Source: an optimization exercise on an open RTL-to-GDS flow (aim: small area and a short achievable clock period). Production flows keep margins and buffers that such runs may drop.
The RTL was checked by simulation tests, not by an equivalence proof against the original design.
Power is estimated from default activity; no workload was simulated.

## run A
Design calculator, start of the top module:
module calculator(
    input logic CLK100MHZ,
    input logic RST,      
    input logic [15:0] SW,
    input logic BTNU,  
    input logic BTND,  
    input logic BTNL,  
    input logic BTNR,  
    input logic BTNC,  
    output logic [7:0] AN,       
    output logic [7:0] out       
    );
    localparam int CUT = 11;    
    localparam int NLO = 16 - CUT;
    logic [2:0]  cnt5;        
    logic [19:0] refresh;     
    logic [2:0]  hist;        
    logic [1:0]  state;       
    logic [3:0]  op;          
    logic [15:0] a_mag;       
    logic        a_neg;
    logic [30:0] r_mag;       
    logic        r_neg;       
    logic        r_div;       
    assign r_div = ~(r_mag[30] | r_mag[29]);
    localparam logic [1:0] IDLE = 2'd0, OPB = 2'd1, RES = 2'd2;
    genvar gi;
    logic [2:0] cnt5_next;
    clock_divider u_cnt (.cnt(cnt5), .cnt_next(cnt5_next));
    logic tick, any_op, press, a_load, calc;
    assign tick   = cnt5[2] & ~refresh[1] & refresh[0];    
    assign any_op = BTNU | BTND | BTNL | BTNR;
    assign press  = tick & ~hist[2] & hist[1];
    assign a_load = press & (state == IDLE) & any_op;
    assign calc   = press & (state == OPB) & BTNC;
    logic [19:0] refresh_next;
    logic [20:0] rfc;
    assign refresh_next[0] = ~refresh[0];
    assign rfc[1] = refresh[0];
    generate
        for (gi = 1; gi < 20; gi++) begin : g_rf
            cl_ha h (.a(refresh[gi]), .b(rfc[gi]), .s(refresh_next[gi]), .co(rfc[gi+1]));
        end
    endgenerate
    logic s;
    assign s = SW[15];
    logic [15:0] b_mag;
    cl_absmag u_abs (.x(SW), .m(b_mag));
    logic [2:0] b_top;        
    cl_abstop u_abst (.x(SW), .m(b_top));
    logic [29:0] pmn;
    cl_mul15 u_mul (.x(a_mag[14:0]), .y(b_mag[14:0]), .pn(pmn));
    logic [30:0] prodn;
    always_comb begin
        prodn = {1'b1, pmn};
        prodn[30:15] = {1'b1, pmn[29:15]} & ~({16{a_mag[15]}} & b_mag) & ~({16{b_mag[15]}} & a_mag);
    end
    logic [15:0] hzs, hzr;    
    logic b_nz;               
    assign b_nz = |SW;
    logic d_nz;               
    assign d_nz = |a_mag;
    assign hzs[15] = b_nz;
    assign hzr[15] = d_nz;
    generate
        for (gi = 14; gi >= 0; gi--) begin : g_hz
            assign hzs[gi] = hzs[gi+1] & ~b_mag[gi+1];
            assign hzr[gi] = hzr[gi+1] & ~a_mag[gi+1];
  ...
export LEC_CHECK = 0
export CAP_MARGIN = 0
export CORE_MARGIN = 2
export CORE_UTILIZATION = 65
export CTS_BUF_LIST = sky130_fd_sc_hd__clkbuf_8
export GPL_TIMING_DRIVEN = 0
export PLACE_DENSITY = 0.75
export SLEW_MARGIN = 0
export SYNTH_HIERARCHICAL = 1
export SYNTH_MINIMUM_KEEP_SIZE = 0
create_clock -name core_clock -period 160.0 [get_ports {CLK100MHZ}]
run.sh (not shown) runs the stock make flow with config.mk's settings and CLKGATE_MAP_FILE= SYNTH_SCRIPT=/design/flow/synth_recipe.tcl, a recipe that flattens the netlist after the stock synthesis.
What run B does differently from run A at the input level:
- CAP_MARGIN now 20, was 0
- GPL_TIMING_DRIVEN no longer set, was 0
- SLEW_MARGIN now 20, was 0
==> flow/flow/run.sh (new file) <==
#!/bin/bash
# Layout flow: the standard flow (standard.sh, standard synthesis
# included), with two changes made through ORFS's own hooks:
#  - the port buffers are sky130_fd_sc_hd__buf_2 cells;
#  - just before detailed placement, a timing repair that only resizes gates
#    (no buffers, no cloning) works on the paths with less than SETUP_TARGET
#    ns of setup slack; detailed placement then legalizes as usual.
# Each tool's output goes to a log file in the folder the flow runs in.
set -euo pipefail
W=$(pwd)
export BUFFER_PORTS_ARGS="-buffer_cell sky130_fd_sc_hd__buf_2"
export PRE_DETAIL_PLACE_TCL="$W/flow/pre_detail_place.tcl"
export SETUP_TARGET="${SETUP_TARGET:-89}"
bash "$W/standard.sh" > "$W/standard_flow.log" 2>&1
==> flow/flow/pre_detail_place.tcl (new file) <==
# Sourced by ORFS's detail_place.tcl after it loads 3_4_place_resized.odb:
# size up gates on the paths with less than SETUP_TARGET ns of setup slack.
source $::env(PLATFORM_DIR)/setRC.tcl
set_dont_use $::env(DONT_USE_CELLS)
estimate_parasitics -placement
puts "own flow: worst setup slack before sizing [worst_slack -max]"
repair_timing -setup -setup_margin $::env(SETUP_TARGET) -skip_buffering \
  -skip_gate_cloning -skip_buffer_removal
puts "own flow: worst setup slack after sizing [worst_slack -max]"
==> flow/standard.sh (new file) <==
#!/bin/bash
# synth_recipe.tcl (not shown) runs the flow's synth.tcl, then flattens the netlist and writes it again
# the make line also repeats each setting of config.mk as NAME=value (left out here)
make -C /OpenROAD-flow-scripts/flow DESIGN_CONFIG=/design/flow/config.mk WORK_HOME=/design/flow/orfs CLKGATE_MAP_FILE= SYNTH_SCRIPT=/design/flow/synth_recipe.tcl "${@:-finish}"
removed: flow/run.sh
Run B completed end to end with timing, DRC and antenna clean. [compare] base=run A new=run B: synthesized netlist cell count shows no meaningful change, total power shows a reduction of 0.011 mW, relative area change from synthesis to final layout shows a reduction of 1.3 points, global-route usage over all layers shows a reduction of 0.38 points, proportion of power drawn by the clock network shows an increase of 0.2 points. Changes observed in run B relative to run A: count of TritonRoute iterations in the first routing pass higher, proportion of cell area occupied by multi-input gates higher. In run B relative to run A, total number of cells along the worst setup path had gone up by a few percent.
Input changes introduced in run C (baseline for comparison: run B):
-- flow/flow/run.sh --
<<< run B, line 12
export PRE_DETAIL_PLACE_TCL="$W/flow/pre_detail_place.tcl"
export SETUP_TARGET="${SETUP_TARGET:-89}"
bash "$W/standard.sh" > "$W/standard_flow.log" 2>&1
>>> run C, line 12
export PRE_DETAIL_PLACE_TCL="$W/flow/pre_detail_place.tcl"
export SETUP_TARGET="${SETUP_TARGET:-0}"
bash "$W/standard.sh" > "$W/standard_flow.log" 2>&1
### Flow results
- The flow did not stop early for run C: all stages ran, and the layout cleared the timing, design-rule and antenna checks.
- Ratio of final minimum period to clock period: run C vs run B up 0.26 points
- The total detailed-routing wirelength was comparable across run C and run B.
- | overall power after layout | run C vs run B | ≈ equal |
- For clock network area share, run B and run C come out practically identical.
- Comparing run C and run B, the lower buffering overhead is on run C.

==> separate check: timing with driven ports <==
No port has a modelled driver above. Below, the same layouts with a new extraction and two added sets of constraints.
Step 1: set_driving_cell puts a clkbuf_16 on CLK100MHZ and a buf_2 on each other input, an assumption about the parent block.
Step 2 also shifts input and output timing later by t, the mid clock arrival at the registers, as if the neighbouring blocks saw the same clock.
Slacks: ideal / step 1 / step 2; pairs: ideal / step 1.
| run | shift t [ns] | slack for setup (ns) | hold WS [ns] | cell pins on the clock port's net |
|---|---|---|---|---|
| run A | 0.454 | 84.794 / 84.772 / 84.772 | 0.456 / 0.456 / 0.456 | 1 |
| run B | 0.453 | 86.264 / 86.233 / 86.233 | 0.457 / 0.457 / 0.457 | 1 |
| run C | 0.444 | 85.842 / 85.822 / 85.822 | 0.466 / 0.466 / 0.466 | 1 |
After both steps setup and hold are still met in every run listed. The setup slack of run B, which loses most, moves by -0.031 ns with the drivers and by -0.031 ns with both steps.
